From an optimization exercise on the open Yosys and OpenROAD flow, aimed at small area, a short achievable clock period and few clock cycles; shortcuts taken in it are not production practice.
Where RTL was checked, it was by simulation tests only, not by an equivalence proof against the original.
The RTL of runs 3 and 4 was laid out without a check of its function.
No activity file was given, so power comes from the tool's default toggle rates.

===== flow/run.sh =====
#!/bin/bash
# synth_recipe.tcl (not shown) runs the flow's synth.tcl, then flattens the netlist and writes it again
# the make line also repeats each setting of config.mk as NAME=value (left out here)
make -C /OpenROAD-flow-scripts/flow DESIGN_CONFIG=/design/flow/config.mk WORK_HOME=/design/flow/orfs CLKGATE_MAP_FILE= SYNTH_SCRIPT=/design/flow/synth_recipe.tcl finish

===== flow/config.mk =====
export PLATFORM = sky130hd
export DESIGN_NAME = top
export DESIGN_NICKNAME = top
export VERILOG_FILES = /design/flow/design.v
export SDC_FILE = /design/flow/constraint.sdc
export NUM_CORES = 4
export LEC_CHECK = 0
export CAP_MARGIN = 10
export CORE_MARGIN = 2
export CORE_UTILIZATION = 40
export CTS_CLUSTER_DIAMETER = 80
export CTS_CLUSTER_SIZE = 20
export SETUP_SLACK_MARGIN = 4.0
export SLEW_MARGIN = 10

===== flow/constraint.sdc =====
create_clock -name core_clock -period 7.0 [get_ports {clk}]
set_input_delay 1.4000 -clock core_clock [delete_from_list [all_inputs] [get_ports {clk}]]
set_output_delay 1.4000 -clock core_clock [all_outputs]
set_load 0.01 [all_outputs]

===== flow/design.v =====
`timescale 1ns / 1ps
module top(clk,rst,imem_addr,imem_data,led,halted);
        input clk;
        input rst;
        output [0:7] imem_addr;
        input [0:31] imem_data;
        output [0:7] led;
        output halted;
        wire [31:0] ins = imem_data;
        wire [5:0] op  = ins[31:26];
        wire [4:0] rs  = ins[25:21];
        wire [4:0] rt  = ins[20:16];
        wire [4:0] rd  = ins[15:11];
        wire [7:0] imm = ins[7:0];
        wire [5:0] fn  = ins[5:0];
        reg  [7:0] R [0:31];
        reg  [7:0] pc;
        reg  [7:0] x_a, x_b;           
        reg  [7:0] x_alt;              
        reg  [4:0] x_dst;
        reg        x_we, x_lw, x_slt, x_w2, x_br, x_bne, x_pt;
        wire [7:0] sum = x_a + x_b;
        reg [7:0] rom;
        always @(*) begin
                case (sum)
                8'd0: rom = 8'b10011100;
                8'd1: rom = 8'b10001111;
                8'd2: rom = 8'b01110000;
                8'd3: rom = 8'b00111011;
                8'd4: rom = 8'b00100000;
                8'd5: rom = 8'b01010000;
                8'd6: rom = 8'b00000111;
                8'd7: rom = 8'b00001000;
                8'd8: rom = 8'b00001001;
                8'd9: rom = 8'b00001010;
                8'd10: rom = 8'b00000110;
                default: rom = 8'b00000000;
                endcase
        end
        wire lt = $signed(x_a) < $signed(x_b);
        wire [7:0] res = x_lw  ? rom :
                         x_slt ? {7'b0, lt} : sum;
        wire eq = (x_a == x_b);
        wire miss = x_br & (eq ^ x_bne ^ x_pt);
        wire stop = (pc >= 8'd14);
        wire d_lw   = op[5];                           
        wire d_addi = op[3];                           
        wire d_jal  = op[1] & ~op[5];                  
        wire d_br   = op[2];                           
        wire d_bne  = op[2] & op[0];                   
        wire d_r    = ~(op[5] | op[3] | op[2] | op[1]);  
        wire d_jr   = d_r & ~fn[5];                    
        wire d_slt  = d_r & fn[5] & fn[1];             
        wire d_we   = d_lw | d_addi | d_jal | (d_r & fn[5]);
        wire [4:0] d_dst = d_r ? rd : d_jal ? 5'd31 : rt;
        wire d_imm  = d_lw | d_addi;
        wire d_pt   = imm[7];                          
        wire fwd_a  = x_we & (x_dst == rs);
        wire fwd_b  = x_we & (x_dst == rt);
        wire fwd_31 = x_we & (x_dst == 5'd31);
        wire [7:0] rf_a = R[rs];
        wire [7:0] rf_b = R[rt];
        wire [7:0] d_a = fwd_a ? res : rf_a;
        wire [7:0] d_b = fwd_b ? res : rf_b;
        wire [7:0] r31 = fwd_31 ? res : R[31];
        wire [7:0] pc1 = pc + 8'd1;
        wire [7:0] pci = pc + imm;
        wire [7:0] npc = d_jr ? r31 : d_jal ? imm : (d_br & d_pt) ? pci : pc1;
        assign imem_addr = pc;
        assign halted = stop & ~x_br & ~x_w2;
        assign led = R[2];
        always @(posedge clk) begin
                if (rst | miss | stop) begin
                        x_we  <= 1'b0;
                        x_lw  <= 1'b0;
                        x_slt <= 1'b0;
                        x_w2  <= 1'b0;
                        x_br  <= 1'b0;
                        if (rst) pc <= 8'd12;
                        else if (miss) pc <= x_alt;
                end
                else begin
                        x_we  <= d_we;
                        x_lw  <= d_lw;
                        x_slt <= d_slt;
                        x_w2  <= d_we & (d_dst == 5'd2);
                        x_br  <= d_br;
                        pc    <= npc;
                end
                x_bne <= d_bne;
                x_pt  <= d_pt;
                x_alt <= d_pt ? pc1 : pci;
                x_dst <= d_dst;
                x_a   <= d_jal ? pc1 : d_a;
                x_b   <= d_imm ? imm : d_jal ? 8'd0 : d_b;
        end
        wire [7:0] wd = rst ? 8'd0 : res;
        genvar k;
        generate
                for (k = 0; k < 32; k = k + 1) begin : g_rf
                        always @(posedge clk)
                                if (rst | (x_we & (x_dst == k)))
                                        R[k] <= wd;
                end
        endgenerate
endmodule

==> results of run 1 <==
-- worst paths after layout --
check / endpoint / slack, ns / cells after the start
max: halted / 3.95 / 5
min: pc[1] / 0.58 / 2
max reg2reg: R[2][6] / 4.13 / 10
min reg2reg: pc[1] / 0.58 / 2
-- cells in the mapped netlist (all sizes together), types with 12 or more instances --
master / n / area share [%]
edfxtp: 264 / 53
a22oi: 213 / 11
nor2: 132 / 3.3
nand2: 126 / 3.2
o21ai: 43 / 1.4
nand3: 39 / 1.3
a21oi: 37 / 1.3
dfxtp: 36 / 4.8
nand4: 35 / 1.5
nor3: 34 / 1.2
ha: 29 / 2.4
clkbuf: 27 / 0.69
inv: 27 / 0.68
buf: 24 / 0.81
nor4: 19 / 0.80
a211oi: 18 / 0.91
nand2b: 18 / 0.77
xnor2: 18 / 1.1
o211ai: 13 / 0.65
xor2: 13 / 0.76
nor2b: 12 / 0.50
-- placed cells by master (no fill, tap or decap), drive strengths merged, types with 6 or more instances in the layout --
cell type	n
nand3	39
nand3b	8
buf	142
nand4	35
a22o	6
inv	30
xnor2	18
nor4	19
dfxtp	36
dlygate4sd2	8
nor2b	12
or3b	6
or3	6
a21oi	37
ha	29
clkinv	6
a22oi	213
o21ai	43
clkdlybuf4s50	22
mux2i	6
edfxtp	264
nand2	126
xor2	13
nor2	132
a221o	6
and3	6
and2	6
nor3	34
a211o	7
a211oi	18
clkbuf	30
nor3b	8
nand2b	18
o211ai	13
or2	10
a221oi	7
a31oi	9
-- stage by stage --
step	setup slack [ns]	area, sq um
2_1_floorplan	3.98	15000
3_3_place_gp	1.83	16300
3_5_place_dp	1.90	16300
4_1_cts	3.90	18100
5_1_grt	3.82	18500
6_report	3.95	18500
-- flip-flops by register name, summed over array words and instances, names as in the netlist --
register / count
R: 256
pc: 8
x_a: 8
x_alt: 8
x_b: 8
x_bne: 1
x_br: 1
x_dst: 5
x_lw: 1
x_pt: 1
x_slt: 1
x_w2: 1
x_we: 1
-- worst max-delay path: cells and delay by family, from the launching register on --
family	cells	cell delay (ns)
AO/OA/AOI/OAI	2	0.31
adder cells (fa/ha/maj)	1	0.14
buffers and inverters	2	0.24
flip-flops	1	0.42
-- report_power, final --
part / internal (mW) / switching, mW / total [mW]
combinational: 0.545 / 0.967 / 1.51
clock: 0.638 / 0.684 / 1.32
sequential: 2.52 / 0.322 / 2.84
-- per-layer routing --
metal | part of all wire (%) | wire, um
met3 | 14 | 10000
met2 | 43 | 31500
met5 | 0.018 | 13
met1 | 36 | 26400
met4 | 7.4 | 5440
-- kinds of logic (layout without fill, tap and decap cells) --
logic type,count (synthesis),after routing,synth area share [%]
AO/OA/AOI/OAI,405,405,19.6
buffers and inverters,78,243,2.17
multiplexers,8,8,0.554
flip-flops,300,300,58.0
other,0,1,0
adder cells (fa/ha/maj),30,30,2.57
AND/OR/NAND/NOR,472,473,15.3
XOR/XNOR,31,31,1.82
-- timing repair --
| action | in CTS | in global routing |
|---|---|---|
| gates cloned | 2 | 2 |
| pin swaps | 30 | 29 |
| setup buffers | 52 | 16 |
| endpoints found under the setup margin | 476 | 342 |
| resized for setup | 242 | 66 |
-- area by class of cell --
cell class,count,area [sq um]
clock inverters,12,130
repair buffers,180,1690
diodes,1,2.50
fillers,3292,18200
flip-flops and latches,300,8650
well taps,468,586
inverters,27,101
multi-input cells,947,6840
clock buffers,24,537
==> results.toml, run 1 <==
[run_status]
outcome = "complete, no violations"

[synthesis]
synth_edf_count = 264
syn-num-nets = 1388
ys_ff_latch = 300
yosysWarnings = 2
seq_area_frac_synth_pct = 58.0
synth_ff_type = "edfxtp_1"
async_reset_ff_share_pct = 0
synth_cell_type_count = 72
syn-cell-area_sq_um = 14900
postSynthCellCount = 1324
postSynthAreaPerCell_sq_um = 11.3

[worst_setup_path]
r2r_start = "x_b[4]"
cp_slowest_cell = "edfxtp_1"
startpoint = "pc[0]"
critPathKind = "reg2out"
max_stage_delay_ns = 0.42
cp.arrival_ns = 1.65
critPathMaxFanout = 2
crit_chain = "inv_2, ha_1, o211ai_1, a211oi_2, buf_2"
crit_path_end_kind = "output port"
crit_required_ns = 5.60
critical_path.startpoint_type = "register"

[timing]
hold_slack_ns = 0.581
slew_headroom_pct = 24.5
fin_crit_sh_pct = 43.6
drv_slew = 0
tightest_slew_ns = 1.13
period_needed_ns = 3.05
fin_skew_ns = 0.0215
rsz0062_at_grt = "yes"
hold_viol = 0
finalSetupViolCount = 0
fmax_mhz = 327
fin_setup_tns_ns = 0

[clock_tree]
cts_buffers = 21
cts.root.buffer_cell = "clkbuf_16"
ctsLongestPathBuffers = 3
cts_tree = "built"
cts.sinks = 300
cts-htree-levels = 1
clk_pin_slew_ns = 0.09
clk_latency_ns = 0.56
cts_hold_buffers = 0

[grt]
overflow = 0
grt_max_degree = 33
use_met3_pct = 11.0
antenna_found_initial = 1
grt_pass1_wl_mm = 99.9
grtUsageMet1_pct = 47.5
gr-max-usage-layer = "met2"
gr-usage-met2_pct = 56.6
grt_pass1_vias = 12800
grtUsageTotal_pct = 37.4

[pwr]
total_power_mw = 5.68
p_per_area_nw_per_um2 = 306
peakVddDrop_mv = 0.201
power.leakage_nw = 6.64

[detailed_routing]
drc = 0
ant_nets = 0
dr_total_vias = 13700
wl_mm = 73.4
first_pass_iters = 7
wire_per_inst_um = 37.4
drt_iter0_drc = 2111
viasPerCell = 7.01

[placed_design]
dp_hpwl_mm = 49.7
port_buffers = 46
dp.cells = 1850
gp_congestion = 1.04

[layout]
syn2layout_area_growth_pct = 24.2
layout.nets = 1541
post-route-util_pct = 50.5
drive_gt1_share_pct = 23.6
instances_no_fill = 1959

[run]
maxCapViolCount = 0

[floorplan]
io_pins = 51
fp.dieH_um = 197
die_area_sq_um = 38900
start_util_pct = 40.7
core_sq_um = 36700
die_w_um = 197
rows = 70

[worst_hold_path]
hold_path_class = "reg2reg"
hp-start = "x_alt[1]"
Testbench counts, summed over its fixed seeds: cycles 53,224.
==> inputs of run 2 (changes only) <==
==> flow/flow/run.sh (new file) <==
#!/bin/bash
# Standard layout (the standard.sh, standard synthesis), with the port
# buffers made of buf_2 cells instead of buffer_ports' default choice.
set -euo pipefail
echo 'export BUFFER_PORTS_ARGS = -buffer_cell sky130_fd_sc_hd__buf_2' >> config.mk
bash standard.sh > standard.log 2>&1
==> flow/standard.sh (new file) <==
#!/bin/bash
# synth_recipe.tcl (not shown) runs the flow's synth.tcl, then flattens the netlist and writes it again
# the make line also repeats each setting of config.mk as NAME=value (left out here)
make -C /OpenROAD-flow-scripts/flow DESIGN_CONFIG=/design/flow/config.mk WORK_HOME=/design/flow/orfs CLKGATE_MAP_FILE= SYNTH_SCRIPT=/design/flow/synth_recipe.tcl "${@:-finish}"
--- a/flow/config.mk
+++ b/flow/config.mk
@@ -11,4 +11,6 @@
 export CTS_CLUSTER_DIAMETER = 80
 export CTS_CLUSTER_SIZE = 20
-export SETUP_SLACK_MARGIN = 4.0
+export SETUP_SLACK_MARGIN = 4.3
 export SLEW_MARGIN = 10
+export TNS_END_PERCENT = 20
+export BUFFER_PORTS_ARGS = -buffer_cell sky130_fd_sc_hd__buf_2
removed: flow/run.sh
==> run 2 against run 1 <==
  * Highest routed layer is now met4
  * Non-clock buffer count is 30 higher
  * Utilization rose by 1.9 points
  * Critical path type unchanged
  * Die area unchanged
  * Clock power is 7% higher
  * Routed wire length hardly changed
  * Largest cell class unchanged
==> results.toml, run 2 <==
[synthesis]
synth_ff_type = "edfxtp_1"
synth_area_leaders = "edfxtp_1 53%, a22oi_1 11%, dfxtp_1 4.8%, nor2_1 3.3%, nand2_1 3.2%"
synth_most_common_cell = "edfxtp_1"
synth_cell_type_count = 72
postSynthCellCount = 1324
syn-num-nets = 1388
yosysTopAreaCell = "edfxtp_1"
ys_ff_latch = 300
seq_area_frac_synth_pct = 58.0
synth_edf_count = 264
synthTopCellsByCount = "264 x edfxtp_1, 212 x a22oi_1, 131 x nor2_1"
async_reset_ff_share_pct = 0
synth.top_cell.area_share_pct = 53.1
yosysWarnings = 2
syn-cell-area_sq_um = 14900
postSynthAreaPerCell_sq_um = 11.3

[grt]
grtUsageTotal_pct = 37.3
antenna_found_initial = 3
overflow = 0
grt_max_degree = 33
grt_pass1_wl_mm = 101
grt_pass1_vias = 13200

[layout]
largest_register_ffs = 256
drive_gt1_share_pct = 28.8
final_common_cell = "edfxtp_1"
final_cell_mix = "264 x edfxtp_1, 194 x a22oi_1, 124 x buf_4"
post-route-util_pct = 52.4
design_area_sq_um = 19200
instances_no_fill = 1993
largest-register = "R"
syn2layout_area_growth_pct = 28.8
layout.nets = 1573

[timing]
drv_slew = 0
finalSetupViolCount = 0
period_needed_ns = 3.11
fin_crit_sh_pct = 44.4
tightest_slew_ns = 1.15
setup_ws_ns = 3.89
rsz0062_at_grt = "yes"
hold_slack_ns = 0.596
fmax_mhz = 322
slew_headroom_pct = 23.4
fin_setup_tns_ns = 0
fin_skew_ns = 0.0220
hold_viol = 0

[worst_setup_path]
cp.arrival_ns = 1.71
cp_slowest_cell = "edfxtp_1"
critPathKind = "reg2out"
critPathTopFamily = "flip-flops"
timing.rr.end = "R[19][4]"
crit_chain = "inv_2, ha_4, o211ai_1, a211oi_1, buf_2"
critPathMaxFanout = 2
r2r_cells = 9
r2r_slack_ns = 4.28
crit_path_end_kind = "output port"
critical_path.startpoint_type = "register"
r2r_start = "x_a[2]"
crit_required_ns = 5.60
max_stage_delay_ns = 0.42
worstPathBufferInverterCount = 2

[clock_tree]
cts-htree-levels = 1
ctsLongestPathBuffers = 3
cts_tree = "built"
cts_hold_buffers = 0
cts_buffers = 22
cts.sinks = 300
clk_pin_slew_ns = 0.08
cts.root.buffer_cell = "clkbuf_16"
clk_latency_ns = 0.56

[floorplan]
fp.dieH_um = 197
io_pins = 51
die_area_sq_um = 38900
rows = 70
start_util_pct = 40.7
core_sq_um = 36700
die_w_um = 197

[placed_design]
port_buffers = 46
dp.cells = 1838
preCtsSetupSlack_ns = 2.58
dp_hpwl_mm = 48.5
gp_congestion = 1.04
placed_cell_area_sq_um = 16000

[pwr]
peakVddDrop_mv = 0.208
total_power_mw = 5.87
power.leakage_nw = 6.98
p_per_area_nw_per_um2 = 306

[worst_hold_path]
min_to = "pc[0]"
hold_path_class = "reg2reg"
hp-start = "x_alt[0]"
holdPathStages = 2

[detailed_routing]
first_pass_iters = 6
drc = 0
drt_iter0_drc = 2380
ant_nets = 0
wire_per_inst_um = 36.8
wl_mm = 73.3
viasPerCell = 7.05
dr_total_vias = 14000

[run_status]
outcome = "complete, no violations"

[run]
maxCapViolCount = 0
==> run 2: metal layers <==
layer  GRT usage (%)  wire [um]  up-vias  share of wire, %
met2            54.4      30300     1287                41
met5               0          0        -                 0
met4            22.0       5740        0               7.8
li1                -          -     5610                 -
met3            11.9      10100      374                14
met1            48.7      27300     6774                37
==> run 2: area by class of cell <==
class                      count  area (sq um)
fill                        3144         17500
tap                          468           586
inverter                      27           101
sequential                   300          8650
clock buffer                  29           602
multi-input combinational    948          7110
timing repair buffer         210          2020
clock inverter                10           151
antenna                        1          2.50
==> run 2: worst max-delay path by stage <==
stage	startpoint	to	slack, ns	cells past startpoint
detailed placement	imem_data[8]	x_a[6]	2.58	8
floorplan	imem_data[31]	pc[6]	3.96	10
CTS	pc[0]	halted	3.92	5
global route	pc[0]	halted	3.84	5
global placement	imem_data[8]	x_a[6]	2.56	8
finish	pc[0]	halted	3.89	5
==> run 2: worst register-to-register path: stages (launching register included) <==
cell and delay [ns]:
dfxtp_1 0.35, ha_1 0.22, or2_1 0.27, o21ai_0 0.28
xnor2_2 0.19, buf_4 0.18, a211oi_1 0.32, a21oi_1 0.23
nor2_2 0.12, buf_4 0.32
==> run 2: what timing repair did <==
item	4_1_cts	5_1_grt
cloned	6	1
pin swaps	85	12
resized for setup	261	43
endpoints found under the hold margin	0	0
setup endpoints to repair	372	535
buffers inserted	102	6
==> run 2: power by group <==
group / switching, mW / leakage (nW) / internal, mW
sequential: 0.351 / 2.99 / 2.52
combinational: 0.999 / 3.62 / 0.592
clock: 0.708 / 0.362 / 0.702
total: 2.06 / 6.98 / 3.81
==> run 2: kinds of logic after synthesis <==
family | share of synthesized area [%]
buf+inv | 2.17
mux | 0.554
fa+ha+maj | 2.57
compound gates | 19.6
xor+xnor | 1.82
flops | 58.0
simple gates | 15.3
==> inputs of run 3 (changes only) <==
--- a/flow/design.v
+++ b/flow/design.v
@@ -79,4 +79,5 @@
                         if (rst) pc <= 8'd12;
                         else if (miss) pc <= x_alt;
+                        else pc <= 8'd255;
                 end
                 else begin
==> run 3 against run 2 <==
  * Sequential share of layout area is 3.0 points lower
  * Largest power group unchanged
  * Sequential power decreased by 8.0%
  * Via count up 8.3%
==> results.toml, run 3 <==
[synthesis]
synth_top_family_by_area = "compound AO/OA/AOI/OAI gates"
synth-xor-area-share_pct = 1.82
synth_edf_count = 256
syn-num-nets = 1436
synth_compound_area_share_pct = 19.4
seq_area_frac_synth_pct = 56.0
synthAdderAreaFrac_pct = 2.50
synth_simple_gate_area_share_pct = 15.9
syn-cell-area_sq_um = 15300
synth.top_cell.area_share_pct = 50.2
postSynthCellCount = 1372
yosysTopAreaCell = "edfxtp_1"
synth_ff_type = "edfxtp_1"
synth_most_common_cell = "edfxtp_1"
ys_ff_latch = 300
async_reset_ff_share_pct = 0
yosysWarnings = 2
synth_cell_type_count = 81
synth_area_leaders = "edfxtp_1 50%, a22oi_1 7.8%, dfxtp_1 5.8%, nor2_1 2.9%, nand2_1 2.9%"
synthTopCellsByCount = "256 x edfxtp_1, 158 x a22oi_1, 119 x nor2_1"
muxShareOfSynthArea_pct = 1.42
postSynthAreaPerCell_sq_um = 11.2

[pwr]
power.leakage_nw = 7.31
peakVddDrop_mv = 0.178
p_per_area_nw_per_um2 = 261
total_power_mw = 5.32

[grt]
gr-max-usage-layer = "met2"
grtUsageMet1_pct = 53.0
grt_pass1_vias = 14000
antenna_found_initial = 1
use_met3_pct = 19.6
grt_pass1_wl_mm = 112
overflow = 0
grtUsageTotal_pct = 41.6
gr-usage-met2_pct = 55.4
grt_max_degree = 43

[timing]
rsz0062_at_grt = "yes"
period_needed_ns = 3.06
fmax_mhz = 327
hold_viol = 0
fin_setup_tns_ns = 0
fin_crit_sh_pct = 43.7
setup_ws_ns = 3.94
finalSetupViolCount = 0
fin_skew_ns = 0.0135
drv_slew = 0
tightest_slew_ns = 1.39
slew_headroom_pct = 7.58

[layout]
final_common_cell = "edfxtp_1"
instances_no_fill = 2106
largest_register_ffs = 256
post-route-util_pct = 54.2
largest-register = "R"
syn2layout_area_growth_pct = 33.5
drive_gt1_share_pct = 33.1
final_cell_mix = "256 x edfxtp_1, 136 x buf_4, 132 x a22oi_1"
layout.nets = 1643

[placed_design]
dp_hpwl_mm = 52.9
preCtsSetupSlack_ns = 2.48
dp.cells = 1903
port_buffers = 46
gp_congestion = 1.06

[worst_setup_path]
critPathMaxFanout = 7
r2r_cells = 11
max_stage_delay_ns = 0.57
critPathTopFamily = "simple AND/OR/NAND/NOR gates"
crit_path_end_kind = "register"
crit_chain = "buf_12, buf_16, nand3b_1, buf_4, nor2_4, a22oi_2, nand2_1, or4_4, o221ai_4, o221ai_1"
cp_slowest_cell = "or4_4"
crit_required_ns = 7.42
worstPathBufferInverterCount = 3
cp.depth = 10
cp.arrival_ns = 3.48
critPathKind = "in2reg"
critical_path.startpoint_type = "primary input"

[run_status]
outcome = "complete, no violations"

[detailed_routing]
wl_mm = 84.2
first_pass_iters = 7
drc = 0
dr_total_vias = 15200
wire_per_inst_um = 40.0
viasPerCell = 7.22
drt_iter0_drc = 2521
ant_nets = 0

[clock_tree]
clk_pin_slew_ns = 0.08
cts.root.buffer_cell = "clkbuf_16"
cts.sinks = 300
cts_buffers = 20
cts_hold_buffers = 0
clk_latency_ns = 0.56
ctsLongestPathBuffers = 3
cts-htree-levels = 1
cts_tree = "built"

[run]
maxCapViolCount = 0

[floorplan]
io_pins = 51
start_util_pct = 40.6
core_sq_um = 37700
rows = 71
fp.dieH_um = 200
die_w_um = 200
die_area_sq_um = 39800

[worst_hold_path]
hold_path_class = "reg2reg"
holdPathStages = 2
[run 3: final timing paths]
check               start  slack, ns  endpoint
max          imem_data[9]       3.94    x_a[4]
min              x_alt[6]       0.51     pc[6]
max reg2reg        x_a[2]       4.23   R[7][0]
min reg2reg      x_alt[6]       0.51     pc[6]
[run 3: worst reg2reg max path: cells and delay by family (launching register included)]
kind                     cells  cell delay [ns]
flip-flops                   1             0.40
AND/OR/NAND/NOR              3             0.45
AO/OA/AOI/OAI                3             0.77
adder cells (fa/ha/maj)      1             0.23
buffers and inverters        3             0.52
XOR/XNOR                     1             0.12
[run 3: report_power, final]
group / internal, mW / leakage, nW / total (mW) / switching (mW)
sequential: 2.37 / 2.98 / 2.64 / 0.275
clock: 0.656 / 0.327 / 1.32 / 0.667
combinational: 0.506 / 4.00 / 1.36 / 0.854
total: 3.53 / 7.31 / 5.32 / 1.80
[run 3: area by class of cell]
class,count,area [sq um]
diodes,3,7.51
clock buffers,29,576
clock inverters,6,93.8
fillers,3246,17200
inverters,35,134
multi-input cells,975,7710
flip-flops and latches,300,8580
well taps,511,639
repair buffers,247,2690
[run 3: cells by family after synthesis]
logic type / count (synthesis)
mux: 21
fa+ha+maj: 30
buf+inv: 100
xor+xnor: 31
simple gates: 483
compound gates: 407
flops: 300
[run 3: per-layer routing]
metal / share of wire, % / wire length (um) / vias to the layer above
li1: - / - / 5862
met1: 35 / 29600 / 7355
met2: 38 / 31900 / 1527
met3: 17 / 14600 / 461
met4: 9.6 / 8080 / 2
met5: 0.013 / 11 / -
[run 3: what timing repair did]
item,4_1_cts,5_1_grt
gates cloned,18,3
buffers inserted,111,33
gates resized for setup,270,86
pin swaps,89,36
endpoints found under the setup margin,293,374
[run 3: metrics by stage]
stage | area (sq um) | hold slack (ns)
2_1_floorplan | 15600 | 0.486
3_3_place_gp | 16400 | 0.516
3_5_place_dp | 16400 | 0.515
4_1_cts | 19700 | 0.526
5_1_grt | 20400 | 0.565
6_report | 20400 | 0.513
==> inputs of run 4 (changes only) <==
--- a/flow/config.mk
+++ b/flow/config.mk
@@ -11,6 +11,5 @@
 export CTS_CLUSTER_DIAMETER = 80
 export CTS_CLUSTER_SIZE = 20
-export SETUP_SLACK_MARGIN = 4.3
+export SETUP_SLACK_MARGIN = 4.0
 export SLEW_MARGIN = 10
-export TNS_END_PERCENT = 20
 export BUFFER_PORTS_ARGS = -buffer_cell sky130_fd_sc_hd__buf_2
==> run 4 against run 3 <==
  * Register-to-register slack worse by 0.14 ns
  * Die area is the same
  * Via count fell by 4.7%
  * Largest cell class unchanged
  * Hold slack better by 0.025 ns
  * Sequential cell count stayed put
  * Still clean
  * Critical path depth did not move
  * Worst setup slack got worse by 0.017 ns
  * Global-route usage is 2.0 points lower
  * Clock skew is 0.0095 ns higher
==> results.toml, run 4 <==
[grt]
overflow = 0
use_met3_pct = 13.1
gr-usage-met2_pct = 59.4
grt_max_degree = 42
gr-max-usage-layer = "met2"
grtUsageTotal_pct = 39.7
antenna_found_initial = 1
grtUsageMet1_pct = 48.3
grt_pass1_wl_mm = 106
grt_pass1_vias = 13300

[detailed_routing]
ant_nets = 0
wire_per_inst_um = 39.3
wl_mm = 80.8
drt_iter0_drc = 2492
drc = 0
viasPerCell = 7.06
first_pass_iters = 8
dr_total_vias = 14500

[pwr]
p_per_area_nw_per_um2 = 269
power.internal_mw = 3.41
peakVddDrop_mv = 0.176
switchingPower_mw = 1.73
total_power_mw = 5.13
power.leakage_nw = 6.81
swShare_pct = 33.6
clkPwrFrac_pct = 26.6
power_frac_seq_pct = 50.8
power_frac_comb_pct = 22.6

[worst_setup_path]
critPathKind = "in2reg"
crit_path_end_kind = "register"
critPathMaxFanout = 8
critical_path.startpoint_type = "primary input"
cp.arrival_ns = 3.51
crit_required_ns = 7.43

[synthesis]
syn-num-nets = 1436
synth_edf_count = 256
syn-cell-area_sq_um = 15300
ys_ff_latch = 300
async_reset_ff_share_pct = 0
synth_compound_area_share_pct = 19.4
postSynthAreaPerCell_sq_um = 11.2
synthAdderAreaFrac_pct = 2.50
yosysTopAreaCell = "edfxtp_1"
synth.top_cell.area_share_pct = 50.2
muxShareOfSynthArea_pct = 1.42
synth_ff_type = "edfxtp_1"
postSynthCellCount = 1372
synth-xor-area-share_pct = 1.82
synth_cell_type_count = 81
synth_top_family_by_area = "compound AO/OA/AOI/OAI gates"
synth_simple_gate_area_share_pct = 15.9
synthTopCellsByCount = "256 x edfxtp_1, 158 x a22oi_1, 119 x nor2_1"
synth_area_leaders = "edfxtp_1 50%, a22oi_1 7.8%, dfxtp_1 5.8%, nor2_1 2.9%, nand2_1 2.9%"
synth_most_common_cell = "edfxtp_1"
yosysWarnings = 2
seq_area_frac_synth_pct = 56.0

[layout]
layout.nets = 1595
diodes = 0
final_cell_mix = "256 x edfxtp_1, 146 x a22oi_1, 120 x buf_4"
n_fill_cell = 3458
largest_register_ffs = 256
final_common_cell = "edfxtp_1"
multi_input_area_sq_um = 7200
syn2layout_area_growth_pct = 24.8
seqCellArea_sq_um = 8580
largest-register = "R"
drive_gt1_share_pct = 26.9
instances_no_fill = 2055

[clock_tree]
clk_latency_ns = 0.57
cts_tree = "built"
ctsLongestPathBuffers = 3
clk_pin_slew_ns = 0.09
cts-htree-levels = 1
cts.sinks = 300
cts_buffers = 22
cts.root.buffer_cell = "clkbuf_16"

[floorplan]
die_area_sq_um = 39800
io_pins = 51
start_util_pct = 40.6
fp.dieH_um = 200
rows = 71
die_w_um = 200
core_sq_um = 37700

[placed_design]
dp_hpwl_mm = 53.7
dp.cells = 1923
port_buffers = 46
gp_congestion = 1.06

[timing]
fin_skew_ns = 0.0230
fmax_mhz = 325
rsz0062_at_grt = "yes"
slew_headroom_pct = 26.5
fin_setup_tns_ns = 0
fin_crit_sh_pct = 44.0
finalSetupViolCount = 0
hold_viol = 0
tightest_slew_ns = 1.10
hold_slack_ns = 0.537
drv_slew = 0
period_needed_ns = 3.08

[run_status]
outcome = "complete, no violations"

[run]
maxCapViolCount = 0

[worst_hold_path]
hold_path_class = "reg2reg"
[run 4: cell counts after synthesis]
Identical to the previous run, type by type.
[run 4: area by class of cell]
type | instances | area share, %
Tap cell | 511 | 3.35
Timing Repair Buffer | 198 | 9.58
Clock inverter | 10 | 0.642
Inverter | 35 | 0.701
Clock buffer | 27 | 3.09
Multi-Input combinational cell | 974 | 37.7
Sequential cell | 300 | 44.9
[run 4: repair_timing]
| action | 4_1_cts | 5_1_grt |
|---|---|---|
| gates resized for setup | 184 | 78 |
| setup buffers | 45 | 41 |
| gates cloned | 2 | 7 |
| hold buffers | 0 | 0 |
| endpoints found under the hold margin | 0 | 0 |
| endpoints found under the setup margin | 166 | 276 |
| pin swaps | 23 | 36 |
[run 4: stage by stage]
step	area, sq um	utilization [%]	worst slack [ns]
floorplan	15400	-	3.92
finish	19100	50.7	3.92
global route	19100	50.7	3.89
detailed placement	16400	43.5	2.34
global placement	16400	43.5	2.27
CTS	18300	48.5	3.89
[run 4: worst paths after layout]
kind,start,end,slack [ns],depth (start not counted)
max,imem_data[15],x_b[5],3.92,10
min,x_alt[1],pc[1],0.54,2
min reg2reg,x_alt[1],pc[1],0.54,2
max reg2reg,x_b[3],R[16][4],4.09,10
[run 4: cells by family after synthesis]
family                   count (synthesis)
adder cells (fa/ha/maj)                 30
XOR/XNOR                                31
AND/OR/NAND/NOR                        483
AO/OA/AOI/OAI                          407
multiplexers                            21
buffers and inverters                  100
flip-flops                             300
[run 4: power by group through the flow]
stage | clock (mW) | sequential (mW) | combinational, mW
after detailed placement | 0 | 2.63 | 0.901
after CTS | 1.36 | 2.59 | 1.00
after global placement | 0 | 2.63 | 0.896
final | 1.36 | 2.61 | 1.16
after global routing | 1.43 | 2.63 | 1.20
after floorplan | 0 | 2.52 | 0.542
[run 4: critical path, cell delays in order]
cell	delay (ns)
buf_2	0.16
buf_12	0.17
or2_4	0.20
buf_4	0.22
nor2_4	0.08
buf_4	0.19
a22oi_2	0.25
nand4_1	0.20
nor3_4	0.41
o221ai_1	0.19
[run 4: metal layers]
layer | routed length, um | vias to the layer above | part of all wire (%)
met5 | 14 | - | 0.017
met4 | 7500 | 2 | 9.3
met3 | 11200 | 377 | 14
met2 | 33800 | 1320 | 42
met1 | 28300 | 7046 | 35
li1 | - | 5754 | -
==> inputs of run 5 (changes only) <==
--- a/flow/design.v
+++ b/flow/design.v
@@ -79,5 +79,4 @@
                         if (rst) pc <= 8'd12;
                         else if (miss) pc <= x_alt;
-                        else pc <= 8'd255;
                 end
                 else begin
==> run 5 against run 4 <==
  * Clock skew decreased by 0.0070 ns
  * Cell area decreased by 7.3%
  * Fmax increased by 0.55%
  * Critical path type unchanged
  * Largest power group unchanged
  * Highest routed layer is now met4
==> results.toml, run 5 <==
[run_status]
outcome = "complete, no violations"

[worst_setup_path]
startpoint = "imem_data[9]"
r2r_cells = 9
critPathKind = "in2reg"
critical_path.startpoint_type = "primary input"
r2r_start = "x_b[1]"
crit_required_ns = 7.48
worstSetupEndpoint = "x_a[7]"
crit_path_end_kind = "register"
critPathMaxFanout = 23
r2r_slack_ns = 4.09
timing.rr.end = "R[1][6]"
cp.arrival_ns = 3.54

[layout]
syn2layout_area_growth_pct = 18.6
largest_register_ffs = 256
drive_gt1_share_pct = 21.3
layout.nets = 1501
diodes = 0
largest-register = "R"
seqCellArea_sq_um = 8650
final_cell_mix = "264 x edfxtp_1, 206 x a22oi_1, 123 x nand2_1"
n_fill_cell = 3341
final_common_cell = "edfxtp_1"
multi_input_area_sq_um = 6690

[pwr]
p_per_area_nw_per_um2 = 310
peakVddDrop_mv = 0.188
power.leakage_nw = 6.34
total_power_mw = 5.49

[clock_tree]
cts_buffers = 20
cts_hold_buffers = 0
clk_pin_slew_ns = 0.09
ctsLongestPathBuffers = 3
cts.root.buffer_cell = "clkbuf_16"
cts_tree = "built"
clk_latency_ns = 0.54
cts-htree-levels = 1
cts.sinks = 300

[grt]
grt_max_degree = 33
grt_pass1_wl_mm = 95.3
antenna_found_initial = 0
grt_pass1_vias = 12600
overflow = 0
grtUsageTotal_pct = 35.3

[synthesis]
seq_area_frac_synth_pct = 58.0
yosysTopAreaCell = "edfxtp_1"
postSynthAreaPerCell_sq_um = 11.3
synth.top_cell.area_share_pct = 53.1
postSynthCellCount = 1324
synth_cell_type_count = 72
ys_ff_latch = 300
synth_area_leaders = "edfxtp_1 53%, a22oi_1 11%, dfxtp_1 4.8%, nor2_1 3.3%, nand2_1 3.2%"
syn-cell-area_sq_um = 14900
synth_edf_count = 264
synth_most_common_cell = "edfxtp_1"
syn-num-nets = 1388
async_reset_ff_share_pct = 0
synth_ff_type = "edfxtp_1"
synthTopCellsByCount = "264 x edfxtp_1, 212 x a22oi_1, 131 x nor2_1"
yosysWarnings = 2

[floorplan]
rows = 70
die_w_um = 197
fp.dieH_um = 197
die_area_sq_um = 38900
start_util_pct = 40.7
core_sq_um = 36700
io_pins = 51

[timing]
slew_headroom_pct = 22.7
fin_crit_sh_pct = 43.7
tightest_slew_ns = 1.16
rsz0062_at_grt = "yes"
period_needed_ns = 3.06
hold_viol = 0
fin_skew_ns = 0.0160
fin_setup_tns_ns = 0
drv_slew = 0
fmax_mhz = 327
finalSetupViolCount = 0

[detailed_routing]
viasPerCell = 6.98
dr_total_vias = 13400
first_pass_iters = 8
ant_nets = 0
wl_mm = 69.8
wire_per_inst_um = 36.4
drt_iter0_drc = 2327
drc = 0

[run]
maxCapViolCount = 0

[placed_design]
gp_congestion = 1.05
port_buffers = 46
dp_hpwl_mm = 48.5

[worst_hold_path]
hold_path_class = "reg2reg"
-- run 5: repair_timing --
action	CTS	global route
buffers inserted	19	16
pin swaps	9	9
setup endpoints to repair	216	243
resized for setup	129	48
-- run 5: layer usage --
| metal | wire, um | global-route usage [%] | vias up | share of wire [%] |
|---|---|---|---|---|
| met3 | 9670 | 10.4 | 288 | 14 |
| met2 | 29500 | 53.4 | 1175 | 42 |
| met1 | 25400 | 45.3 | 6475 | 36 |
| met4 | 5200 | 20.3 | 0 | 7.4 |
| li1 | - | - | 5458 | - |
| met5 | 0 | 0.128 | - | 0 |
-- run 5: critical path, stage by stage --
cell	delay [ns]
buf_8	0.15
or3_1	0.48
nor2_1	0.24
buf_4	0.29
a22oi_1	0.11
nand4_1	0.16
a21oi_1	0.10
a211oi_1	0.41
a221o_1	0.18
-- run 5: power breakdown --
group          internal [mW]  total, mW  switching [mW]  leakage [nW]
clock                  0.599       1.25           0.651         0.310
combinational          0.474       1.39           0.913          3.03
sequential              2.52       2.86           0.335          2.99
total                   3.59       5.49            1.90          6.34
-- run 5: kinds of logic (layout without fill, tap and decap cells) --
kind of cell,count (synthesis),in the layout,share of synthesized area [%]
buffers and inverters,78,205,2.17
xor gates and xnor gates,31,31,1.82
muxes,8,8,0.554
and+or+nand+nor,472,472,15.3
AOI/OAI and AO/OA,405,405,19.6
adders and majority gates,30,30,2.57
DFF,300,300,58.0
-- run 5: through the flow --
step	utilization (%)	std cells	hold slack, ns	area [sq um]	setup slack [ns]
6_report	48.2	1919	0.563	17700	3.94
5_1_grt	48.2	1919	0.581	17700	3.84
4_1_cts	47.2	1903	0.556	17300	3.92
3_5_place_dp	43.7	1848	0.542	16000	2.57
3_3_place_gp	43.7	1848	0.538	16000	2.56
2_1_floorplan	-	1324	0.515	15000	3.98
-- run 5: layout make-up --
class,instances,area share (%)
Tap cell,468,3.31
Sequential cell,300,48.9
Timing Repair Buffer,142,5.83
Clock buffer,31,3.37
Clock inverter,5,0.247
Inverter,27,0.573
Multi-Input combinational cell,946,37.8
-- run 5: worst min-delay path by stage --
stage | start | endpoint | slack (ns) | cells after the start
floorplan | x_alt[5] | pc[5] | 0.51 | 2
global placement | x_alt[0] | pc[0] | 0.54 | 2
detailed placement | x_alt[0] | pc[0] | 0.54 | 2
CTS | x_alt[0] | pc[0] | 0.56 | 2
global route | x_alt[0] | pc[0] | 0.58 | 2
finish | x_alt[0] | pc[0] | 0.56 | 2
Testbench counts of run 5, summed over its fixed seeds: cycles 53,224.
==> inputs of run 6 (changes only) <==
--- a/flow/config.mk
+++ b/flow/config.mk
@@ -11,4 +11,5 @@
 export CTS_CLUSTER_DIAMETER = 80
 export CTS_CLUSTER_SIZE = 20
+export PLACE_DENSITY = 0.5
 export SETUP_SLACK_MARGIN = 4.0
 export SLEW_MARGIN = 10
==> run 6 against run 5 <==
  * Cell area grew 1.8%
  * Final cell count grew 0.47%
  * Sequential share of layout area down 0.86 points
  * Register-to-register slack improved by 0.02 ns
  * Synthesized cell count did not move
  * Sequential power about the same
  * Via count increased by 0.72%
  * Hold slack gained 0.024 ns
  * Clock skew increased by 0.0062 ns
  * Sequential cell count unchanged
  * Critical path type unchanged
  * Global-route usage grew 2.3 points
==> results.toml, run 6 <==
[clock_tree]
clk_latency_ns = 0.57
cts.sinks = 300
cts_tree = "built"
clk_pin_slew_ns = 0.08
cts-htree-levels = 1
cts.root.buffer_cell = "clkbuf_16"
cts_hold_buffers = 0
ctsLongestPathBuffers = 3
cts_buffers = 22

[layout]
largest_register_ffs = 256
largest-register = "R"
layout.nets = 1508
final_common_cell = "edfxtp_1"
design_area_sq_um = 18000
n_fill_cell = 3313
seqCellArea_sq_um = 8650
multi_input_area_sq_um = 6760
syn2layout_area_growth_pct = 20.7
drive_gt1_share_pct = 22.6
final_cell_mix = "264 x edfxtp_1, 206 x a22oi_1, 122 x nand2_1"

[pwr]
power_frac_comb_pct = 25.5
power_frac_seq_pct = 50.5
swShare_pct = 35.7
peakVddDrop_mv = 0.256
switchingPower_mw = 2.04
power.internal_mw = 3.67
clkPwrFrac_pct = 24.0
power.leakage_nw = 6.42
p_per_area_nw_per_um2 = 317

[floorplan]
die_area_sq_um = 38900
start_util_pct = 40.7
core_sq_um = 36700
fp.dieH_um = 197
rows = 70
die_w_um = 197
io_pins = 51

[worst_setup_path]
critPathTopFamily = "buffers and inverters"
crit_required_ns = 7.18
critical_path.startpoint_type = "primary input"
cp.arrival_ns = 3.44
crit_path_end_kind = "register"
max_stage_delay_ns = 1.00
cp_slowest_cell = "nand2_1"
crit_chain = "buf_2, clkinvlp_4, nand2_1"
critPathKind = "in2reg"
critPathMaxFanout = 38
worstPathBufferInverterCount = 2

[detailed_routing]
viasPerCell = 7.00
wl_mm = 73.9
drc = 0
wire_per_inst_um = 38.4
first_pass_iters = 9
ant_nets = 0
drt_iter0_drc = 2026
dr_total_vias = 13500

[synthesis]
yosysTopAreaCell = "edfxtp_1"
yosysWarnings = 2
synthTopCellsByCount = "264 x edfxtp_1, 212 x a22oi_1, 131 x nor2_1"
synth_most_common_cell = "edfxtp_1"
postSynthAreaPerCell_sq_um = 11.3
ys_ff_latch = 300
syn-num-nets = 1388
syn-cell-area_sq_um = 14900
seq_area_frac_synth_pct = 58.0
postSynthCellCount = 1324
synth_cell_type_count = 72
synth.top_cell.area_share_pct = 53.1
synth_ff_type = "edfxtp_1"
async_reset_ff_share_pct = 0
synth_edf_count = 264
synth_area_leaders = "edfxtp_1 53%, a22oi_1 11%, dfxtp_1 4.8%, nor2_1 3.3%, nand2_1 3.2%"

[grt]
grtUsageTotal_pct = 37.6
antenna_found_initial = 3
overflow = 0
grt_pass1_vias = 12500
grt_pass1_wl_mm = 99.9
grt_max_degree = 39

[timing]
hold_viol = 0
fmax_mhz = 307
tightest_slew_ns = 1.29
drv_slew = 0
fin_setup_tns_ns = 0
fin_skew_ns = 0.0222
fin_crit_sh_pct = 46.5
rsz0062_at_grt = "yes"
hold_slack_ns = 0.587
finalSetupViolCount = 0
slew_headroom_pct = 13.4
period_needed_ns = 3.25

[placed_design]
dp_hpwl_mm = 52.3
placed_cell_area_sq_um = 15900
gp_congestion = 1.06
port_buffers = 46

[run_status]
outcome = "complete, no violations"

[run]
maxCapViolCount = 0

[worst_hold_path]
hold_path_class = "reg2reg"
[run 6: cell count changes in the layout (fill, tap and decap cells not counted), moves of 3 or more]
cell | previous run | this run
a21oi_1 | 34 | 31
buf_12 | 0 | 8
buf_4 | 92 | 85
inv_8 | 0 | 3
nor2_1 | 80 | 74
nor2_4 | 30 | 36
o21ai_2 | 6 | 3
[run 6: power by group through the flow]
stage               clock network, mW  registers, mW  logic, mW
global placement                    0           2.92       1.23
global route                     1.44           2.90       1.55
floorplan                           0           2.72      0.749
detailed placement                  0           2.90       1.23
finish                           1.37           2.88       1.46
CTS                              1.36           2.86       1.34
[run 6: cell families after synthesis]
group / synth area share [%]
and+or+nand+nor: 15.3
AOI/OAI and AO/OA: 19.6
DFF: 58.0
buffers and inverters: 2.17
xor gates and xnor gates: 1.82
adders and majority gates: 2.57
muxes: 0.554
[run 6: metrics by stage]
stage | utilization, % | cells | power [mW] | setup slack (ns)
after floorplan | - | 1324 | 3.47 | 3.98
after global placement | 43.4 | 1833 | 4.15 | 2.41
after detailed placement | 43.4 | 1834 | 4.13 | 2.43
after CTS | 47.6 | 1903 | 5.56 | 3.82
after global routing | 49.1 | 1926 | 5.88 | 3.72
final | 49.1 | 1928 | 5.71 | 3.75
[run 6: path summary, 6_finish.rpt]
path / start / to / slack, ns / cells past startpoint
worst min-delay path: x_alt[5] / pc[5] / 0.59 / 2
worst max-delay path: rst / R[8][1] / 3.75 / 3
worst min register to register: x_alt[5] / pc[5] / 0.59 / 2
worst max register to register: x_b[1] / R[14][2] / 4.11 / 11
[run 6: layout make-up]
cell class | instances | share of cell area [%]
timing repair buffer | 146 | 6.63
clock inverter | 8 | 0.507
tap | 468 | 3.25
sequential | 300 | 48.0
inverter | 27 | 0.584
clock buffer | 30 | 3.46
multi-input combinational | 947 | 37.5
antenna | 2 | 0.0278
[run 6: timing repair]
item / in CTS / in global routing
endpoints found under the setup margin: 353 / 390
resized for setup: 154 / 65
pin swaps: 24 / 19
hold endpoints to repair: 0 / 0
gates cloned: 0 / 1
setup buffers: 31 / 22
[run 6: tightest hold or removal path: cells and delay by family (launching register included)]
kind            cells  cell delay (ns)
flops               1             0.32
compound gates      2             0.15
[run 6: per-layer routing]
layer	up-vias	part of all wire [%]	wire, um	GRT usage (%)
li1	5466	-	-	-
met1	6616	36	26800	46.7
met2	1094	44	32400	58.4
met3	314	12	8820	10.1
met4	2	7.9	5860	23.5
met5	-	0.023	17	0
==> inputs of run 7 (changes only) <==
--- a/flow/config.mk
+++ b/flow/config.mk
@@ -8,8 +8,7 @@
 export CAP_MARGIN = 10
 export CORE_MARGIN = 2
-export CORE_UTILIZATION = 40
+export CORE_UTILIZATION = 50
 export CTS_CLUSTER_DIAMETER = 80
 export CTS_CLUSTER_SIZE = 20
-export PLACE_DENSITY = 0.5
 export SETUP_SLACK_MARGIN = 4.0
 export SLEW_MARGIN = 10
==> run 7 against run 6 <==
  * Routed wire length is 5.1% lower
  * Global-route usage is 6.7 points higher
  * Still clean
  * First-iteration DRC count is 22% higher
  * Area after synthesis stayed put
  * Power is 3.6% lower
==> results.toml, run 7 <==
[worst_setup_path]
crit_required_ns = 7.23
cp_slowest_cell = "o21ai_0"
crit_chain = "buf_2, clkinvlp_4, o21ai_0, buf_4"
crit_path_end_kind = "register"
r2r_slack_ns = 4.08
cp.arrival_ns = 3.40
max_stage_delay_ns = 0.59
critPathKind = "in2reg"
critPathMaxFanout = 19
r2r_cells = 10
critical_path.startpoint_type = "primary input"

[timing]
drv_slew = 0
fmax_mhz = 316
fin_crit_sh_pct = 45.2
period_needed_ns = 3.16
hold_viol = 0
fin_setup_tns_ns = 0
rsz0062_at_grt = "yes"
tightest_slew_ns = 1.15
slew_headroom_pct = 22.6
fin_skew_ns = 0.0227
finalSetupViolCount = 0

[pwr]
p_per_area_nw_per_um2 = 311
total_power_mw = 5.50
peakVddDrop_mv = 0.261
power.leakage_nw = 6.37

[grt]
overflow = 0
antenna_found_initial = 2
grt_pass1_wl_mm = 94.7
grtUsageTotal_pct = 44.3
grt_pass1_vias = 12600
grt_max_degree = 33

[placed_design]
dp_hpwl_mm = 48.2
gp_congestion = 1.08
port_buffers = 46
dp.cells = 1761

[synthesis]
synth_area_leaders = "edfxtp_1 53%, a22oi_1 11%, dfxtp_1 4.8%, nor2_1 3.3%, nand2_1 3.2%"
synth_cell_type_count = 72
synth_edf_count = 264
postSynthAreaPerCell_sq_um = 11.3
syn-cell-area_sq_um = 14900
postSynthCellCount = 1324
yosysWarnings = 2
synthTopCellsByCount = "264 x edfxtp_1, 212 x a22oi_1, 131 x nor2_1"
synth.top_cell.area_share_pct = 53.1
synth_most_common_cell = "edfxtp_1"
yosysTopAreaCell = "edfxtp_1"
ys_ff_latch = 300
async_reset_ff_share_pct = 0
synth_ff_type = "edfxtp_1"
seq_area_frac_synth_pct = 58.0
syn-num-nets = 1388

[worst_hold_path]
hold_path_class = "reg2reg"
holdPathStages = 2

[detailed_routing]
dr_total_vias = 13700
wire_per_inst_um = 38.0
first_pass_iters = 6
drc = 0
top_layer = "met5"
wl_mm = 70.2
ant_nets = 0
drt_iter0_drc = 2481
viasPerCell = 7.40
wl_met3_mm = 10.5
drt-met1-wl_mm = 24.0
wl_met2_mm = 29.0

[clock_tree]
cts.root.buffer_cell = "clkbuf_16"
cts_tree = "built"
ctsLongestPathBuffers = 3
clk_latency_ns = 0.54
cts.sinks = 300
cts-htree-levels = 1
clk_pin_slew_ns = 0.08
cts_buffers = 20
cts_hold_buffers = 0

[layout]
syn2layout_area_growth_pct = 18.6
final_common_cell = "edfxtp_1"
seqCellArea_sq_um = 8650
diodes = 0
instances_no_fill = 1848
largest_register_ffs = 256
layout.nets = 1509
final_cell_mix = "264 x edfxtp_1, 206 x a22oi_1, 123 x nand2_1"
drive_gt1_share_pct = 21.7
multi_input_area_sq_um = 6730
n_fill_cell = 2466
largest-register = "R"

[floorplan]
start_util_pct = 50.6
fp.dieH_um = 177
core_sq_um = 29500
die_w_um = 177
io_pins = 51
die_area_sq_um = 31200
rows = 63

[run_status]
outcome = "complete, no violations"

[run]
maxCapViolCount = 0
## run 7: cell counts after synthesis
Identical to the previous run, type by type.
## run 7: power breakdown
part	leakage, nW	internal [mW]	switching (mW)
registers	2.99	2.52	0.327
logic	3.09	0.471	0.956
clock network	0.291	0.567	0.663
## run 7: critical path: cells and delay by family
family / cells / cell delay [ns]
buffers and inverters: 3 / 1.38
AO/OA/AOI/OAI: 1 / 0.59
## run 7: what timing repair did
item | in CTS | in global routing
buffers inserted | 26 | 23
pin swaps | 12 | 22
cloned | 2 | 1
endpoints found under the setup margin | 351 | 318
resized for setup | 118 | 81
## run 7: cell families after synthesis
logic type	count (synthesis)	synth area share, %
mux	8	0.554
compound gates	405	19.6
fa+ha+maj	30	2.57
xor+xnor	31	1.82
flops	300	58.0
simple gates	472	15.3
buf+inv	78	2.17
## run 7: final cells by class
| class | count | share of cell area [%] |
|---|---|---|
| Clock buffer | 29 | 3.14 |
| Timing Repair Buffer | 147 | 6.32 |
| Clock inverter | 6 | 0.297 |
| Timing Repair inverter | 1 | 0.0424 |
| Multi-Input combinational cell | 948 | 38.0 |
| Inverter | 27 | 0.594 |
| Sequential cell | 300 | 48.9 |
| Tap cell | 390 | 2.76 |
## run 7: worst paths after layout
check / endpoint / from
worst min register to register: pc[0] / x_alt[0]
worst max register to register: R[14][6] / x_b[1]
worst min-delay path: pc[0] / x_alt[0]
worst max-delay path: R[25][4] / rst
## run 7: routing by layer
metal / up-vias / track usage, %
met2: 1247 / 64.4
met4: 6 / 31.6
met1: 6594 / 55.2
met3: 361 / 15.0
li1: 5471 / -
met5: - / 0.321
## run 7: metrics by stage
stage                     util [%]  cell area (sq um)  worst slack [ns]  hold slack, ns
after global routing          60.0              17700              3.89           0.598
after global placement        53.8              15900              2.59           0.538
after floorplan                  -              15000              3.98           0.515
after CTS                     58.1              17100              3.89           0.569
after detailed placement      53.8              15900              2.58           0.549
final                         60.0              17700              3.84           0.568
==> inputs of run 8 (changes only) <==
--- a/flow/config.mk
+++ b/flow/config.mk
@@ -8,5 +8,6 @@
 export CAP_MARGIN = 10
 export CORE_MARGIN = 2
-export CORE_UTILIZATION = 50
+export CORE_UTILIZATION = 40
+export CTS_BUF_LIST = sky130_fd_sc_hd__clkbuf_8 sky130_fd_sc_hd__clkbuf_16
 export CTS_CLUSTER_DIAMETER = 80
 export CTS_CLUSTER_SIZE = 20
==> run 8 against run 7 <==
  * Still clean on timing, DRC and antenna
  * Cell area about the same
  * Power down 0.45%
  * Synthesized cell count is the same
  * Via count shrank 2.1%
  * Sequential power about the same
  * Clock skew decreased by 0.0024 ns
  * Critical endpoint is now halted
==> results.toml, run 8 <==
[run_status]
outcome = "complete, no violations"

[layout]
n_fill_cell = 3339
largest-register = "R"
final_cell_mix = "264 x edfxtp_1, 206 x a22oi_1, 123 x nand2_1"
layout.nets = 1501
syn2layout_area_growth_pct = 18.6
largest_register_ffs = 256
final_common_cell = "edfxtp_1"
diodes = 0
seqCellArea_sq_um = 8650
post-route-util_pct = 48.2
multi_input_area_sq_um = 6690
drive_gt1_share_pct = 21.2
instances_no_fill = 1919

[placed_design]
dp_hpwl_mm = 48.5
preCtsSetupSlack_ns = 2.57
gp_congestion = 1.05
dp.cells = 1848
port_buffers = 46

[pwr]
power_frac_comb_pct = 25.3
swShare_pct = 34.6
peakVddDrop_mv = 0.188
power.internal_mw = 3.58
power.leakage_nw = 6.37
p_per_area_nw_per_um2 = 310
clkPwrFrac_pct = 22.5
switchingPower_mw = 1.90
power_frac_seq_pct = 52.1

[clock_tree]
cts_hold_buffers = 0
cts_buffers = 20
ctsLongestPathBuffers = 3
cts_tree = "built"
cts-htree-levels = 1
clk_pin_slew_ns = 0.09
cts.root.buffer_cell = "clkbuf_16"
cts.sinks = 300
clk_latency_ns = 0.54

[synthesis]
ys_ff_latch = 300
synthAdderAreaFrac_pct = 2.57
yosysTopAreaCell = "edfxtp_1"
postSynthAreaPerCell_sq_um = 11.3
syn-cell-area_sq_um = 14900
seq_area_frac_synth_pct = 58.0
synthTopCellsByCount = "264 x edfxtp_1, 212 x a22oi_1, 131 x nor2_1"
synth_area_leaders = "edfxtp_1 53%, a22oi_1 11%, dfxtp_1 4.8%, nor2_1 3.3%, nand2_1 3.2%"
postSynthCellCount = 1324
synth_top_family_by_area = "compound AO/OA/AOI/OAI gates"
synth_ff_type = "edfxtp_1"
synth_most_common_cell = "edfxtp_1"
synth.top_cell.area_share_pct = 53.1
async_reset_ff_share_pct = 0
muxShareOfSynthArea_pct = 0.554
syn-num-nets = 1388
synth-xor-area-share_pct = 1.82
synth_simple_gate_area_share_pct = 15.3
synth_compound_area_share_pct = 19.6
synth_edf_count = 264
yosysWarnings = 2
synth_cell_type_count = 72

[worst_setup_path]
critPathTopFamily = "flip-flops"
critical_path.startpoint_type = "register"
r2r_start = "x_b[1]"
critPathMaxFanout = 8
crit_chain = "o211ai_1, a211oi_2, buf_2"
crit_required_ns = 5.60
worstPathBufferInverterCount = 1
timing.rr.end = "R[12][6]"
r2r_cells = 9
cp.arrival_ns = 1.67
crit_path_end_kind = "output port"
r2r_slack_ns = 4.11
max_stage_delay_ns = 0.56
cp_slowest_cell = "edfxtp_1"
critPathKind = "reg2out"

[grt]
gr-usage-met2_pct = 53.4
grt_pass1_wl_mm = 95.3
antenna_found_initial = 0
grt_pass1_vias = 12600
grtUsageTotal_pct = 35.3
grt_max_degree = 33
gr-max-usage-layer = "met2"
overflow = 0
grtUsageMet1_pct = 45.4
use_met3_pct = 10.4

[worst_hold_path]
hold_path_class = "reg2reg"
holdPathStages = 2
hp-start = "x_alt[0]"
min_to = "pc[0]"

[floorplan]
die_area_sq_um = 38900
rows = 70
start_util_pct = 40.7
io_pins = 51
core_sq_um = 36700
die_w_um = 197
fp.dieH_um = 197

[detailed_routing]
drt_iter0_drc = 2264
wl_mm = 69.8
ant_nets = 0
first_pass_iters = 7
drc = 0
wire_per_inst_um = 36.4
viasPerCell = 6.98
dr_total_vias = 13400

[timing]
fin_skew_ns = 0.0203
fin_setup_tns_ns = 0
fmax_mhz = 326
setup_ws_ns = 3.93
tightest_slew_ns = 1.18
finalSetupViolCount = 0
rsz0062_at_grt = "yes"
period_needed_ns = 3.07
hold_viol = 0
fin_crit_sh_pct = 43.8
drv_slew = 0
slew_headroom_pct = 21.1

[run]
maxCapViolCount = 0
## run 8: cell counts after synthesis
No cell type changed its count.
## run 8: cells by family (layout without fill, tap and decap cells)
group	after synthesis	after routing
adder cells (fa/ha/maj)	30	30
XOR/XNOR	31	31
buffers and inverters	78	205
AO/OA/AOI/OAI	405	405
flip-flops	300	300
AND/OR/NAND/NOR	472	472
multiplexers	8	8
## run 8: layout make-up
type / instances / share of cell area, %
flip-flops and latches: 300 / 48.9
multi-input cells: 946 / 37.8
repair buffers: 142 / 5.83
well taps: 468 / 3.31
clock buffers: 23 / 3.19
inverters: 27 / 0.573
clock inverters: 13 / 0.417
## run 8: stage by stage
step / instance area [sq um] / hold slack, ns / total power [mW]
after floorplan: 15000 / 0.515 / 3.47
after global placement: 16000 / 0.538 / 4.06
after detailed placement: 16000 / 0.542 / 4.07
after CTS: 17300 / 0.556 / 5.35
after global routing: 17700 / 0.581 / 5.65
final: 17700 / 0.557 / 5.48
## run 8: what timing repair did
| item | CTS | global route |
|---|---|---|
| setup endpoints to repair | 216 | 243 |
| resized for setup | 129 | 48 |
| pin swaps | 9 | 9 |
| setup buffers | 19 | 16 |
## run 8: worst max path at each step
| stage | from | to | slack [ns] | cells after the start |
|---|---|---|---|---|
| finish | pc[2] | halted | 3.93 | 3 |
| global route | pc[0] | halted | 3.84 | 5 |
| CTS | pc[0] | halted | 3.92 | 5 |
| detailed placement | imem_data[8] | x_a[5] | 2.57 | 8 |
| global placement | imem_data[8] | x_a[5] | 2.56 | 8 |
| floorplan | imem_data[31] | pc[6] | 3.98 | 10 |
## run 8: layer usage
| layer | up-vias | part of all wire, % |
|---|---|---|
| met5 | - | 0 |
| met4 | 0 | 7.6 |
| met3 | 299 | 14 |
| met2 | 1133 | 42 |
| met1 | 6494 | 36 |
| li1 | 5461 | - |
## run 8: power groups by stage
stage	combinational [mW]	sequential, mW	clock [mW]
floorplan	0.749	2.72	0
global placement	1.18	2.88	0
detailed placement	1.19	2.87	0
CTS	1.28	2.83	1.24
global route	1.47	2.88	1.30
finish	1.39	2.86	1.23
## run 8: worst min-delay path, stage by stage, from the launching register on
cell,delay (ns)
dfxtp_1,0.32
a31oi_1,0.07
o221ai_1,0.06
==> inputs of run 9 (changes only) <==
--- a/flow/config.mk
+++ b/flow/config.mk
@@ -9,7 +9,7 @@
 export CORE_MARGIN = 2
 export CORE_UTILIZATION = 40
-export CTS_BUF_LIST = sky130_fd_sc_hd__clkbuf_8 sky130_fd_sc_hd__clkbuf_16
-export CTS_CLUSTER_DIAMETER = 80
-export CTS_CLUSTER_SIZE = 20
+export CTS_BUF_LIST = sky130_fd_sc_hd__clkbuf_8
+export CTS_CLUSTER_DIAMETER = 60
+export CTS_CLUSTER_SIZE = 12
 export SETUP_SLACK_MARGIN = 4.0
 export SLEW_MARGIN = 10
==> run 9 against run 8 <==
  * Final cell count rose by 0.36%
  * Sequential power barely moved
  * Die area did not move
  * Synthesized cell count did not move
  * Clock skew rose by 0.020 ns
  * Global-route usage rose by 0.40 points
  * Critical path depth did not move
  * Critical path type unchanged
==> results.toml, run 9 <==
[worst_hold_path]
holdPathStages = 2
hold_path_class = "reg2reg"

[placed_design]
placed_cell_area_sq_um = 16000
dp_hpwl_mm = 48.5
gp_congestion = 1.05
port_buffers = 46

[detailed_routing]
ant_nets = 0
dr_total_vias = 13400
wl_mm = 69.8
first_pass_iters = 7
viasPerCell = 6.98
drt_iter0_drc = 2323
drc = 0
wire_per_inst_um = 36.2

[clock_tree]
cts_tree = "built"
ctsLongestPathBuffers = 3
cts_buffers = 35
cts.root.buffer_cell = "clkbuf_8"
clk_pin_slew_ns = 0.08
cts.sinks = 300
cts-htree-levels = 2
clk_latency_ns = 0.64

[grt]
gr-usage-met2_pct = 53.3
use_met3_pct = 12.2
antenna_found_initial = 1
grt_max_degree = 33
grtUsageMet1_pct = 45.7
gr-max-usage-layer = "met2"
grt_pass1_vias = 12700
grt_pass1_wl_mm = 95.7
overflow = 0
grtUsageTotal_pct = 35.7

[layout]
largest_register_ffs = 256
syn2layout_area_growth_pct = 17.6
final_common_cell = "edfxtp_1"
final_cell_mix = "264 x edfxtp_1, 209 x a22oi_1, 124 x nand2_1"
seqCellArea_sq_um = 8650
layout.nets = 1503
drive_gt1_share_pct = 21.3
n_fill_cell = 3365
largest-register = "R"
diodes = 0
multi_input_area_sq_um = 6620
design_area_sq_um = 17500

[worst_setup_path]
timing.rr.end = "R[30][6]"
critPathKind = "reg2out"
startpoint = "pc[6]"
worstPathBufferInverterCount = 1
worstSetupEndpoint = "halted"
critPathTopFamily = "flip-flops"
crit_required_ns = 5.60
cp.depth = 3
cp_slowest_cell = "edfxtp_1"
r2r_cells = 9
crit_chain = "nor4_4, a211oi_2, buf_2"
critPathMaxFanout = 5
cp.arrival_ns = 1.73
crit_path_end_kind = "output port"
max_stage_delay_ns = 0.53
r2r_start = "x_b[1]"
r2r_slack_ns = 4.14
critical_path.startpoint_type = "register"

[floorplan]
die_area_sq_um = 38900
core_sq_um = 36700
start_util_pct = 40.7
io_pins = 51
fp.dieH_um = 197
rows = 70
die_w_um = 197

[synthesis]
postSynthCellCount = 1324
synth_cell_type_count = 72
postSynthAreaPerCell_sq_um = 11.3
async_reset_ff_share_pct = 0
synth.top_cell.area_share_pct = 53.1
yosysWarnings = 2
ys_ff_latch = 300
synthTopCellsByCount = "264 x edfxtp_1, 212 x a22oi_1, 131 x nor2_1"
synth_edf_count = 264
synth_most_common_cell = "edfxtp_1"
synth_area_leaders = "edfxtp_1 53%, a22oi_1 11%, dfxtp_1 4.8%, nor2_1 3.3%, nand2_1 3.2%"
syn-cell-area_sq_um = 14900
yosysTopAreaCell = "edfxtp_1"
syn-num-nets = 1388
seq_area_frac_synth_pct = 58.0
synth_ff_type = "edfxtp_1"

[pwr]
power.leakage_nw = 6.30
peakVddDrop_mv = 0.166
p_per_area_nw_per_um2 = 314

[run]
maxCapViolCount = 0

[timing]
hold_viol = 0
period_needed_ns = 3.13
slew_headroom_pct = 21.6
rsz0062_at_grt = "yes"
tightest_slew_ns = 1.18
fin_setup_tns_ns = 0
fmax_mhz = 319
fin_skew_ns = 0.0403
finalSetupViolCount = 0
drv_slew = 0
fin_crit_sh_pct = 44.8

[run_status]
outcome = "complete, no violations"
run 9: changes by cell type in the layout (fill, tap and decap cells not counted), moves of 4 or more:
cell	change
clkbuf_16	-22
inv_1	-4
nor2_4	-4
clkbuf_8	+35
buf_6	-6
nor2_2	+6
buf_4	-6
run 9: cell families after synthesis:
family                     after synthesis  share of synthesized area, %
buffers and inverters                   78                          2.17
DFF                                    300                          58.0
adders and majority gates               30                          2.57
xor gates and xnor gates                31                          1.82
muxes                                    8                         0.554
AOI/OAI and AO/OA                      405                          19.6
and+or+nand+nor                        472                          15.3
run 9: per-stage QoR:
| step | std cells | util (%) | worst slack, ns | hold slack, ns | power [mW] |
|---|---|---|---|---|---|
| floorplan | 1324 | - | 3.98 | 0.515 | 3.47 |
| global placement | 1848 | 43.7 | 2.56 | 0.538 | 4.06 |
| detailed placement | 1848 | 43.7 | 2.57 | 0.542 | 4.07 |
| CTS | 1915 | 47.0 | 3.85 | 0.574 | 5.40 |
| global route | 1926 | 47.8 | 3.76 | 0.598 | 5.70 |
| finish | 1926 | 47.8 | 3.87 | 0.574 | 5.52 |
run 9: worst min-delay path by stage:
stage	to	slack, ns	from
final	pc[0]	0.57	x_alt[0]
after CTS	pc[0]	0.57	x_alt[0]
after detailed placement	pc[0]	0.54	x_alt[0]
after floorplan	pc[5]	0.51	x_alt[5]
after global placement	pc[0]	0.54	x_alt[0]
after global routing	pc[0]	0.60	x_alt[0]
run 9: report_power, final:
part	leakage, nW	switching (mW)	total (mW)	internal (mW)
clock network	0.359	0.701	1.30	0.599
registers	2.99	0.330	2.85	2.52
logic	2.95	0.908	1.37	0.459
run 9: final cells by class:
class | instances | share of cell area, %
clock buffers | 36 | 2.82
clock inverters | 20 | 1.08
inverters | 27 | 0.577
multi-input cells | 946 | 37.7
flip-flops and latches | 300 | 49.3
well taps | 468 | 3.34
repair buffers | 129 | 5.15
run 9: metal layers:
| layer | up-vias | wire length [um] |
|---|---|---|
| li1 | 5455 | - |
| met1 | 6503 | 25400 |
| met2 | 1177 | 29700 |
| met3 | 298 | 9830 |
| met4 | 4 | 4820 |
| met5 | - | 64 |
run 9: timing repair:
item / in CTS / in global routing
hold buffers: 0 / 0
pin swaps: 7 / 5
setup endpoints to repair: 213 / 240
buffers inserted: 11 / 11
resized for setup: 109 / 48
run 9: worst reg2reg max path: cells and delay by family (launching register included):
| family | cells | cell delay [ns] |
|---|---|---|
| DFF | 1 | 0.33 |
| adders and majority gates | 1 | 0.37 |
| and+or+nand+nor | 3 | 0.86 |
| AOI/OAI and AO/OA | 4 | 1.04 |
| buffers and inverters | 1 | 0.04 |

[static timing again, ports no longer ideal]
Ports are ideal in the flow. The routed layouts listed here were re-timed in OpenROAD.
Step 1 sets driving cells, clkbuf_16 on the clock port and buf_2 on the other inputs (assumed; they add their load-dependent delay and slew).
Step 2 times the ports against the registers' clock, not the clock port: input delays grow and output delays shrink by t, the midpoint of the rising clock arrivals with the driver on.
Three values: no drivers, after step 1, after step 2; two values: the first two.
run | t (ns) | slack for setup (ns) | worst data-port slew with drivers (ns)
run 1 | 0.605 | 3.947 / 3.888 / 3.372 | 0.05
run 2 | 0.609 | 3.895 / 3.836 / 3.396 | 0.16
run 3 | 0.597 | 3.939 / 3.778 / 3.181 | 0.31
run 4 | 0.613 | 3.922 / 3.892 / 3.281 | 0.20
run 5 | 0.593 | 3.939 / 3.878 / 3.368 | 0.05
run 6 | 0.619 | 3.746 / 3.774 / 3.154 | 0.08
run 7 | 0.591 | 3.837 / 3.870 / 3.278 | 0.06
run 8 | 0.591 | 3.932 / 3.872 / 3.383 | 0.05
run 9 | 0.671 | 3.866 / 3.813 / 3.285 | 0.04
After both steps every run listed still meets setup and hold. For run 3, which loses most, drivers alone change the setup slack by -0.161 ns; drivers and shift together by -0.758 ns.
